What follows belongs to an exercise in optimizing a design on an open flow for small area; a production flow would make more cautious choices. Function was not checked in any run shown here: the RTL went through the layout flow alone. No activity file was given, so power comes from the tool's default toggle rates.

`design/flow/run.sh`:
```
#!/bin/bash
# synth_recipe.tcl (not shown) runs the flow's synth.tcl, then flattens the netlist and writes it again
# the make line also repeats each setting of config.mk as NAME=value (left out here)
make -C /OpenROAD-flow-scripts/flow DESIGN_CONFIG=/design/flow/config.mk WORK_HOME=/design/flow/orfs CLKGATE_MAP_FILE= SYNTH_SCRIPT=/design/flow/synth_recipe.tcl finish
```
`design/flow/config.mk`:
```
export PLATFORM = sky130hd
export DESIGN_NAME = sp_top
export DESIGN_NICKNAME = sp_top
export VERILOG_FILES = /design/flow/design.v
export SDC_FILE = /design/flow/constraint.sdc
export NUM_CORES = 4
export LEC_CHECK = 0
export CAP_MARGIN = 20
export CORE_MARGIN = 2
export CORE_UTILIZATION = 55
export CTS_CLUSTER_DIAMETER = 80
export CTS_CLUSTER_SIZE = 30
export PLACE_DENSITY = 0.7
export SLEW_MARGIN = 20
```
`design/flow/constraint.sdc`:
```
create_clock -name core_clock -period 10.0 [get_ports {clk}]
set_input_delay 2.0000 -clock core_clock [delete_from_list [all_inputs] [get_ports {clk}]]
set_output_delay 2.0000 -clock core_clock [all_outputs]
set_load 0.01 [all_outputs]
```
`design/flow/design.v`:
```
`timescale 1ns/1ps
module sp_top (
    input             clk,
    input             rst_n,
    input             vsync,
    input             hsync,
    input      [11:0] data_i,
    output reg [11:0] data_o,
    output            en_o
);
    localparam W  = 40;
    localparam N  = 4 * W + 6;             
    localparam NI = 2 * W + 2;             
    reg [11:0] d [0:N-1];
    integer k;
    always @(posedge clk) begin
        d[0] <= data_i;
        for (k = 1; k < N; k = k + 1)
            d[k] <= (k == NI) ? ~d[k-1] : d[k-1];
    end
    wire [11:0] win [0:2][-2:2][-2:2];
    genvar gs, gy, gx;
    generate
        for (gs = 0; gs < 3; gs = gs + 1) begin : g_st
            for (gy = -2; gy <= 2; gy = gy + 1) begin : g_ty
                for (gx = -2; gx <= 2; gx = gx + 1) begin : g_tx
                    localparam integer P = 2 * W + 1 + gs - W * gy - gx;
                    if (P < 0) begin : g_in
                        assign win[gs][gy][gx] = data_i;
                    end else begin : g_reg
                        assign win[gs][gy][gx] = d[P];
                    end
                end
            end
        end
    endgenerate
    function integer pdy;                  
        input integer j;
        case (j)
        0: pdy = 0;  1: pdy = 0;  2: pdy = -2; 3: pdy = -1;
        4: pdy = -2; 5: pdy = -1; 6: pdy = -2; default: pdy = -1;
        endcase
    endfunction
    function integer pdx;                  
        input integer j;
        case (j)
        0: pdx = -2; 1: pdx = -1; 2: pdx = 0;  3: pdx = 0;
        4: pdx = 2;  5: pdx = 1;  6: pdx = -2; default: pdx = -1;
        endcase
    endfunction
    function [12:0] add12;
        input [11:0] a, b;
        input        cin;
        integer i;
        reg c;
        begin
            c = cin;
            for (i = 0; i < 12; i = i + 1) begin
                add12[i] = a[i] ^ b[i] ^ c;
                c = (a[i] & b[i]) | (a[i] & c) | (b[i] & c);
            end
            add12[12] = c;
        end
    endfunction
    function lt13;
        input [12:0] a, b;
        integer i;
        reg c;
        begin
            c = 1'b0;
            for (i = 0; i < 13; i = i + 1)
                c = (b[i] & ~a[i]) | (b[i] & c) | (~a[i] & c);
            lt13 = c;
        end
    endfunction
    reg  [7:0] gt_b;                       
    genvar gj;
    generate
        for (gj = 0; gj < 8; gj = gj + 1) begin : g_sa
            localparam integer DY = pdy(gj);
            localparam integer DX = pdx(gj);
            wire [12:0] r = add12(win[0][DY][DX], win[0][-DY][-DX], 1'b1);
            always @(posedge clk)
                gt_b[gj] <= ~r[12];
        end
    endgenerate
    wire [11:0] ad [0:7];                  
    generate
        for (gj = 0; gj < 8; gj = gj + 1) begin : g_sb
            localparam integer DY = pdy(gj);
            localparam integer DX = pdx(gj);
            wire [12:0] r = add12(win[1][DY][DX], win[1][-DY][-DX], ~gt_b[gj]);
            assign ad[gj] = r[11:0] ^ {12{gt_b[gj]}};
        end
    endgenerate
    wire [12:0] gh = add12(ad[0], ad[1], 1'b0);
    wire [12:0] gv = add12(ad[2], ad[3], 1'b0);
    wire [12:0] gd = add12(ad[4], ad[5], 1'b0);
    wire [12:0] gz = add12(ad[6], ad[7], 1'b0);
    wire v_h = lt13(gv, gh), d_h = lt13(gd, gh), z_h = lt13(gz, gh);
    wire d_v = lt13(gd, gv), z_v = lt13(gz, gv), z_d = lt13(gz, gd);
    wire sel_v = v_h & ~d_v & ~z_v;
    wire sel_d = d_h & d_v & ~z_d;
    wire sel_z = z_h & z_v & z_d;
    wire [1:0] dir_b = {sel_d | sel_z, sel_v | sel_z};
    reg  [1:0]  dir_c;                     
    reg  [11:0] qa_c;                      
    always @(posedge clk) begin
        dir_c <= dir_b;
        case (dir_b)
        2'd0: qa_c <= ad[1];
        2'd1: qa_c <= ad[3];
        2'd2: qa_c <= ad[5];
        default: qa_c <= ad[7];
        endcase
    end
    reg [11:0] p1, p2;                     
    always @(*) begin
        case (dir_c)
        2'd0: begin p1 = ~win[2][0][-2];  p2 = win[2][0][2];   end
        2'd1: begin p1 = ~win[2][-2][0];  p2 = win[2][2][0];   end
        2'd2: begin p1 = ~win[2][-2][2];  p2 = win[2][2][-2];  end
        default: begin p1 = ~win[2][-2][-2]; p2 = win[2][2][2]; end
        endcase
    end
    reg [12:0] e13;
    reg [11:0] cs_s, cs_c;
    reg        cc;
    integer i;
    always @(*) begin
        cs_c[0] = p1[0] | p2[0];
        for (i = 0; i < 11; i = i + 1) begin
            cs_s[i]   = p1[i+1] ^ p2[i+1] ^ qa_c[i+1];
            cs_c[i+1] = (p1[i+1] & p2[i+1]) | (p1[i+1] & qa_c[i+1]) | (p2[i+1] & qa_c[i+1]);
        end
        cs_s[11] = 1'b0;
        cc = qa_c[0];
        for (i = 0; i < 12; i = i + 1) begin
            e13[i] = cs_s[i] ^ cs_c[i] ^ cc;
            cc = (cs_s[i] & cs_c[i]) | (cs_s[i] & cc) | (cs_c[i] & cc);
        end
        e13[12] = cc;
    end
    wire [11:0] c     = ~win[2][0][0];
    wire        c_lo  = (c == 12'd0);
    wire        c_hi  = (c == 12'd4095);
    wire        e_big = e13 > 13'd680;
    wire        e_sml = e13 < 13'd3415;
    wire [11:0] e     = e13[12] ? 12'd4095 : e13[11:0];
    reg        busy;
    reg [5:0]  rowc;
    reg [5:0]  col;
    always @(posedge clk or negedge rst_n) begin
        if (!rst_n)
            busy <= 1'b0;
        else if (!busy)
            busy <= vsync & hsync;
        else if (rowc == 6'd32 && col == 6'd39)
            busy <= 1'b0;
    end
    always @(posedge clk) begin
        if (!busy) begin
            rowc <= 6'd0;
            col  <= 6'd36;
        end else if (col == 6'd39) begin
            rowc <= rowc + 6'd1;
            col  <= 6'd0;
        end else
            col  <= col + 6'd1;
    end
    wire filt = (rowc >= 6'd5 && rowc <= 6'd30 && col >= 6'd1 && col <= 6'd35) ||
                (rowc == 6'd30 && col == 6'd36);
    assign en_o = busy && rowc >= 6'd3;
    always @(posedge clk)
        data_o <= (filt && ((c_lo && e_big) || (c_hi && e_sml))) ? e : c;
endmodule
```
==> impl_metrics.json, run 1 <==
{
  "synth_edf_count": 0,
  "status": "timing/DRC/antenna clean",
  "setup-tns-final_ns": 0,
  "synthAdderAreaFrac_pct": 7.083,
  "fin_crit_ns": 9.253,
  "met1_usage_pct": 25.42,
  "routedWlPerCell_um": 18.47,
  "clk_latency_ns": 0.68,
  "gp_congestion": 0.8531,
  "grt_max_degree": 31,
  "power_density_mw_per_mm2": 257.7,
  "clkPwrFrac_pct": 28.3,
  "grt_pass1_vias": 21630,
  "setup_viol": 0,
  "clock_path_buffers": 3,
  "ys_top_cells_by_area": "dfxtp_1 (81%), fa_1 (6.0%), inv_1 (2.1%)",
  "met2_usage_pct": 28.97,
  "crit_fanout": 10,
  "grt_overflow": 0,
  "num-nets-final": 3438,
  "route.detailed.drc": 0,
  "cts_max_level": 3,
  "postCtsSetupRepairBufs": 0,
  "finalHoldViolCount": 0,
  "synth_top_family_by_area": "adder cells",
  "synthXorXnorAreaFrac_pct": 2.331,
  "timing.final.crit_share_pct": 92.53,
  "drt_pass1_iterations": 7,
  "cts_tree": "built",
  "place_hpwl_um": 57380,
  "power.internal_mw": 10.54,
  "syn_area_mm2": 0.05019,
  "tightest_slew_ns": 0.7548,
  "grt_first_pass_wirelength_um": 126000,
  "clkTransAtPathRegs_ns": 0.10,
  "drtIter0Drc": 1185,
  "synthMuxAreaShare_pct": 1.638,
  "drive_gt1_share_pct": 4.736,
  "syn_inst": 3149,
  "grt_setup_unrepaired": "false",
  "die_w_um": 306.1,
  "hold_path.startpoint": "d[152][0]",
  "ys_seq_elements": 2039,
  "wl_um": 82180,
  "ys.flop_type": "dfxtp_1",
  "io_buffers": 28,
  "globalRoute.busiestLayer": "met2",
  "synth_compound_area_share_pct": 3.106,
  "min_delay_path_depth": 0,
  "track_usage_pct": 17.90,
  "route.vias.total": 20520,
  "synth_commonest_cells": "dfxtp_1 (2038), inv_1 (285), fa_1 (151)",
  "syn-mean-instance-area_um2": 15.94,
  "coreArea_mm2": 0.09029,
  "die_y_um": 306.1,
  "max-cap-violations": 0,
  "arrival_ns": 9.84,
  "dieArea_mm2": 0.09369,
  "switchingPower_mw": 3.483,
  "yosys_warnings": 2,
  "layout-area-overhead-vs-synth_pct": 8.434,
  "r2r-start": "d[42][0]",
  "vias_per_cell": 4.610,
  "fin_area_mm2": 0.05442,
  "hold_ws_ns": 0.3134,
  "place_area_mm2": 0.05196,
  "cts_hold_buf": 0,
  "antenna_found_initial": 8,
  "synth_largest_area_cell": "dfxtp_1",
  "critPathLaunch": "d[42][0]",
  "crit_type": "reg2reg",
  "antenna_left": 0,
  "power.total_mw": 14.02,
  "seqPwrFrac_pct": 59.7,
  "yosysMostFrequentCell": "dfxtp_1",
  "crit_path_end_kind": "flip-flop",
  "ys_seq_area_share_pct": 81.34,
  "required_ns": 10.59,
  "startpoint_type": "flip-flop",
  "ys_types": 77,
  "power.leakage_nw": 21.79,
  "r2r_cells": 25,
  "swShare_pct": 24.84,
  "skew_ns": 0.02468,
  "met3_usage_pct": 2.502,
  "fmax_ghz": 0.1081,
  "ios": 29,
  "synth.top_cell.area_share_pct": 81.29,
  "cts_resized": 0,
  "clockRootBuffer": "clkbuf_16",
  "ir_drop_mv": 0.1887,
  "slew_headroom_pct": 49.32,
  "drv_slew": 0,
  "synthSimpleGateAreaFrac_pct": 2.154,
  "async_flop_share_pct": 0.04904,
  "cts.sinks": 2039,
  "pwr-share-comb_pct": 12.0,
  "rows": 110,
  "cts_buffers": 83,
  "start_util_pct": 55.59,
  "hp-class": "reg2reg",
  "synthesis.nets": 3331
}
-- worst max-delay path, stage by stage (launching register included) --
cell	delay [ns]
dfxtp_1	0.40
inv_1	0.09
fa_1	0.42
fa_1	0.41
fa_1	0.47
xnor2_1	0.30
inv_1	0.10
fa_1	0.44
fa_1	0.47
fa_1	0.47
fa_1	0.47
fa_1	0.48
fa_1	0.47
fa_1	0.48
fa_1	0.50
fa_1	0.43
inv_1	0.08
fa_1	0.51
inv_1	0.15
o22ai_1	0.10
or3_1	0.42
o22ai_1	0.18
maj3_1	0.36
mux2i_2	0.61
a221oi_1	0.17
mux2i_1	0.18
-- logic make-up (layout without fill, tap and decap cells) --
family | Yosys count | in the layout
AND/OR/NAND/NOR | 213 | 213
multiplexers | 54 | 54
flip-flops | 2039 | 2039
other | 0 | 1
XOR/XNOR | 126 | 126
adder cells (fa/ha/maj) | 200 | 200
AO/OA/AOI/OAI | 207 | 207
buffers and inverters | 310 | 434
-- per-layer routing --
metal	up-vias	routed length [um]	share of wire, %
li1	10070	-	-
met1	10050	40260	49
met2	278	37430	46
met3	107	2725	3.3
met4	4	1736	2.1
met5	-	26	0.032
-- flip-flops by register name, summed over array words and instances (netlist names) --
name	flops
d	1992
busy	1
qa_c	12
data_o	12
gt_b	8
col	6
rowc	6
dir_c	2
-- cells in the final DEF, fill, tap and decap left out, types with 29 or more instances in the layout --
cell / Yosys / layout
nand2_1: 54 / 54
clkbuf_16: 0 / 84
o21ai_0: 32 / 32
mux2i_1: 29 / 29
dfxtp_1: 2038 / 2038
inv_1: 285 / 285
maj3_1: 31 / 31
fa_1: 151 / 151
xor2_1: 59 / 59
nor2_1: 36 / 36
xnor2_1: 61 / 61
-- through the flow --
stage / setup WS, ns / std cells / util [%]
floorplan: 1.367 / 3149 / -
global placement: 0.8728 / 4347 / 57.55
detailed placement: 0.7284 / 4347 / 57.55
CTS: 0.6988 / 4449 / 60.27
global route: 0.3092 / 4449 / 60.27
finish: 0.7473 / 4450 / 60.28
-- power groups by stage --
stage          logic [mW]  clock network (mW)  registers, mW
2_1_floorplan        1.04                   0           8.52
3_3_place_gp         1.69                   0           8.56
3_5_place_dp         1.68                   0           8.56
4_1_cts              1.68                4.08           8.38
5_1_grt              1.82                4.36           8.40
6_report             1.68                3.97           8.37
-- area by class of cell --
cell class / instances / area, um2
Clock inverter: 16 / 335.3
Tap cell: 1176 / 1471
Antenna cell: 1 / 2.502
Sequential cell: 2039 / 40820
Timing Repair Buffer: 44 / 400.4
Fill cell: 6652 / 35870
Clock buffer: 86 / 2120
Inverter: 288 / 1081
Multi-Input combinational cell: 800 / 8187
-- worst paths after layout --
check | end | slack [ns]
max | qa_c[6] | 0.75
min | d[153][0] | 0.31
max reg2reg | qa_c[6] | 0.75
min reg2reg | d[153][0] | 0.31
max in group asynchronous | busy | 8.47
min in group asynchronous | busy | 1.44
==> run 2: changes to the inputs <==
--- a/design/flow/config.mk
+++ b/design/flow/config.mk
@@ -7,8 +7,8 @@
 export LEC_CHECK = 0
 export CAP_MARGIN = 20
 export CORE_MARGIN = 2
-export CORE_UTILIZATION = 55
-export CTS_CLUSTER_DIAMETER = 80
+export CORE_UTILIZATION = 40
+export CTS_CLUSTER_DIAMETER = 100
 export CTS_CLUSTER_SIZE = 30
-export PLACE_DENSITY = 0.7
+export PLACE_DENSITY = 0.6
 export SLEW_MARGIN = 20
==> impl_metrics.json, run 2 <==
{
  "vias_per_cell": 4.155,
  "hold_ws_ns": 0.3102,
  "drtIter0Drc": 1255,
  "layout-area-overhead-vs-synth_pct": 9.197,
  "ios": 29,
  "dieArea_mm2": 0.1283,
  "timing.final.crit_share_pct": 91.11,
  "grt_overflow": 0,
  "crit_type": "reg2reg",
  "antenna_left": 0,
  "synth_edf_count": 0,
  "ys_seq_area_share_pct": 81.34,
  "yosysMostFrequentCell": "dfxtp_1",
  "required_ns": 10.57,
  "postCtsSetupRepairBufs": 0,
  "cts_tree": "built",
  "crit_end": "qa_c[11]",
  "regMostFlops": "d",
  "setup_viol": 0,
  "fin_crit_ns": 9.111,
  "tightest_slew_ns": 0.7593,
  "drv_slew": 0,
  "met3_usage_pct": 1.929,
  "routedWlPerCell_um": 15.97,
  "coreArea_mm2": 0.1241,
  "route.vias.total": 20400,
  "multi_input_area_mm2": 0.008187,
  "ys_top_cells_by_area": "dfxtp_1 (81%), fa_1 (6.0%), inv_1 (2.1%)",
  "cts.sinks": 2039,
  "route.detailed.drc": 0,
  "clk_latency_ns": 0.69,
  "synth.top_cell.area_share_pct": 81.29,
  "cts_max_level": 3,
  "gp_congestion": 0.8603,
  "skew_ns": 0.03635,
  "finalHoldViolCount": 0,
  "rows": 129,
  "globalRoute.busiestLayer": "met2",
  "regArea_mm2": 0.04082,
  "num-nets-final": 3436,
  "grt_first_pass_wirelength_um": 119800,
  "start_util_pct": 40.44,
  "cts_buffers": 80,
  "r2r-start": "d[83][0]",
  "drt_pass1_iterations": 5,
  "drive_gt1_share_pct": 4.591,
  "startpoint_type": "flip-flop",
  "track_usage_pct": 12.40,
  "max-cap-violations": 0,
  "fmax_ghz": 0.1098,
  "r2r_setup_slack_ns": 0.89,
  "crit_fanout": 10,
  "largestRegisters": "d (1992), data_o (12), qa_c (12)",
  "cts_hold_buf": 0,
  "final_common_cell": "dfxtp_1",
  "rr_endpoint": "qa_c[11]",
  "yosys_warnings": 2,
  "power_density_mw_per_mm2": 251.7,
  "clkTransAtPathRegs_ns": 0.11,
  "grt_pass1_vias": 20400,
  "die_y_um": 358.2,
  "grt_setup_unrepaired": "false",
  "status": "timing/DRC/antenna clean",
  "syn-mean-instance-area_um2": 15.94,
  "clock_path_buffers": 3,
  "slew_headroom_pct": 49.02,
  "syn_inst": 3149,
  "antenna_found_initial": 1,
  "arrival_ns": 9.68,
  "wl_um": 78420,
  "grt_max_degree": 31,
  "synth_largest_area_cell": "dfxtp_1",
  "critPathLaunch": "d[83][0]",
  "place_hpwl_um": 55390,
  "met2_usage_pct": 19.10,
  "min_delay_path_depth": 0,
  "post-route-util_pct": 44.15,
  "syn_area_mm2": 0.05019,
  "ys_seq_elements": 2039,
  "async_flop_share_pct": 0.04904,
  "setup-tns-final_ns": 0,
  "largest_reg_flops": 1992,
  "hp-class": "reg2reg",
  "fillerInstances": 10950,
  "ys_types": 77,
  "io_buffers": 28,
  "ys.flop_type": "dfxtp_1",
  "synth_commonest_cells": "dfxtp_1 (2038), inv_1 (285), fa_1 (151)",
  "die_w_um": 358.2,
  "final_cell_mix": "dfxtp_1 (2038), inv_1 (285), fa_1 (151)",
  "crit_path_end_kind": "flip-flop",
  "ir_drop_mv": 0.1536,
  "cts_resized": 0,
  "clockRootBuffer": "clkbuf_16",
  "met1_usage_pct": 17.85,
  "power.leakage_nw": 21.71,
  "synthesis.nets": 3331,
  "r2r_cells": 25
}
## run 2: cell count changes in the layout (fill, tap and decap cells not counted), moves of 2 or more
cell	before	now
diode_2	1	5
inv_6	2	4
clkbuf_16	84	81
clkinv_8	5	3
clkinv_16	6	1
## run 2: cell type report
class / instances / area share (%)
timing repair buffer: 45 / 0.7443
sequential: 2039 / 74.49
inverter: 288 / 1.973
tap: 1637 / 3.737
multi-input combinational: 800 / 14.94
clock inverter: 14 / 0.3950
antenna: 5 / 0.02283
clock buffer: 81 / 3.699
## run 2: worst min-delay path by stage
stage	slack, ns	from	endpoint
floorplan	0.31	d[99][0]	d[100][0]
detailed placement	0.31	d[126][2]	d[127][2]
global route	0.32	d[44][8]	d[45][8]
finish	0.31	d[154][1]	d[155][1]
global placement	0.31	d[156][9]	d[157][9]
CTS	0.31	d[115][1]	d[116][1]
## run 2: metal layers
layer,up-vias,part of all wire [%]
li1,10100,-
met1,9941,51
met2,248,44
met3,112,3.3
met4,0,2.6
met5,-,0
## run 2: per-stage QoR
step	instance area (um2)	instances	setup WS [ns]	total power, mW
final	54800	4909	0.8892	13.80
after global routing	54790	4904	0.3748	14.41
after CTS	54790	4904	0.9211	13.97
after detailed placement	52550	4809	0.9452	10.18
after global placement	52550	4809	1.009	10.18
after floorplan	50190	3149	1.367	9.562
## run 2: worst max-delay path: stages (launching register included)
cell and delay, ns:
dfxtp_1 0.45, inv_1 0.08, fa_1 0.38, fa_1 0.40, fa_1 0.48, xnor2_1 0.42
inv_1 0.12, fa_1 0.44, fa_1 0.46, fa_1 0.47, fa_1 0.48, fa_1 0.47
fa_1 0.46, fa_1 0.47, fa_1 0.46, fa_1 0.55, inv_1 0.15, o221ai_1 0.17
a211oi_1 0.46, nand3_1 0.14, a32o_1 0.30, o32ai_2 0.37, buf_4 0.24, mux2i_1 0.21
mux2i_1 0.08, mux2_1 0.28
## run 2: kinds of logic (layout without fill, tap and decap cells)
| family | after synthesis | in the layout | synth area share, % |
|---|---|---|---|
| AOI/OAI and AO/OA | 207 | 207 | 3.106 |
| buffers and inverters | 310 | 428 | 2.346 |
| and+or+nand+nor | 213 | 213 | 2.154 |
| xor gates and xnor gates | 126 | 126 | 2.331 |
| DFF | 2039 | 2039 | 81.34 |
| muxes | 54 | 54 | 1.638 |
| adders and majority gates | 200 | 200 | 7.083 |
| other | 0 | 5 | 0 |
## run 2: report_power, final
group	internal [mW]	switching, mW
combinational	0.653	0.943
sequential	8.29	0.0953
clock	1.53	2.28
total	10.5	3.32

[port drivers added, routing unchanged]
The flow's constraints put no driver on any port. The routed layouts listed below were extracted and timed again, unchanged, in two steps. Step 1 sets driving cells, clkbuf_16 on the clock port and buf_2 on the other inputs (assumed; they add their load-dependent delay and slew). Step 2 adds t to the input delays and takes it off the output delays; t is the mean of the earliest and latest rising clock arrival at the registers after step 1. Input paths then give back, and output paths get back, about the clock's delay inside the block. Three values: no drivers, after step 1, after step 2; two values: the first two.
run | shift t [ns] | setup slack, ns | latest minus earliest clock arrival (ns) | worst slew at a driven data input, ns
run 1 | 0.727 | 0.747 / 0.747 / 0.747 | 0.038 / 0.038 | 0.11
run 2 | 0.732 | 0.889 / 0.889 / 0.889 | 0.040 / 0.039 | 0.09
After both steps setup and hold are still met in every run listed.
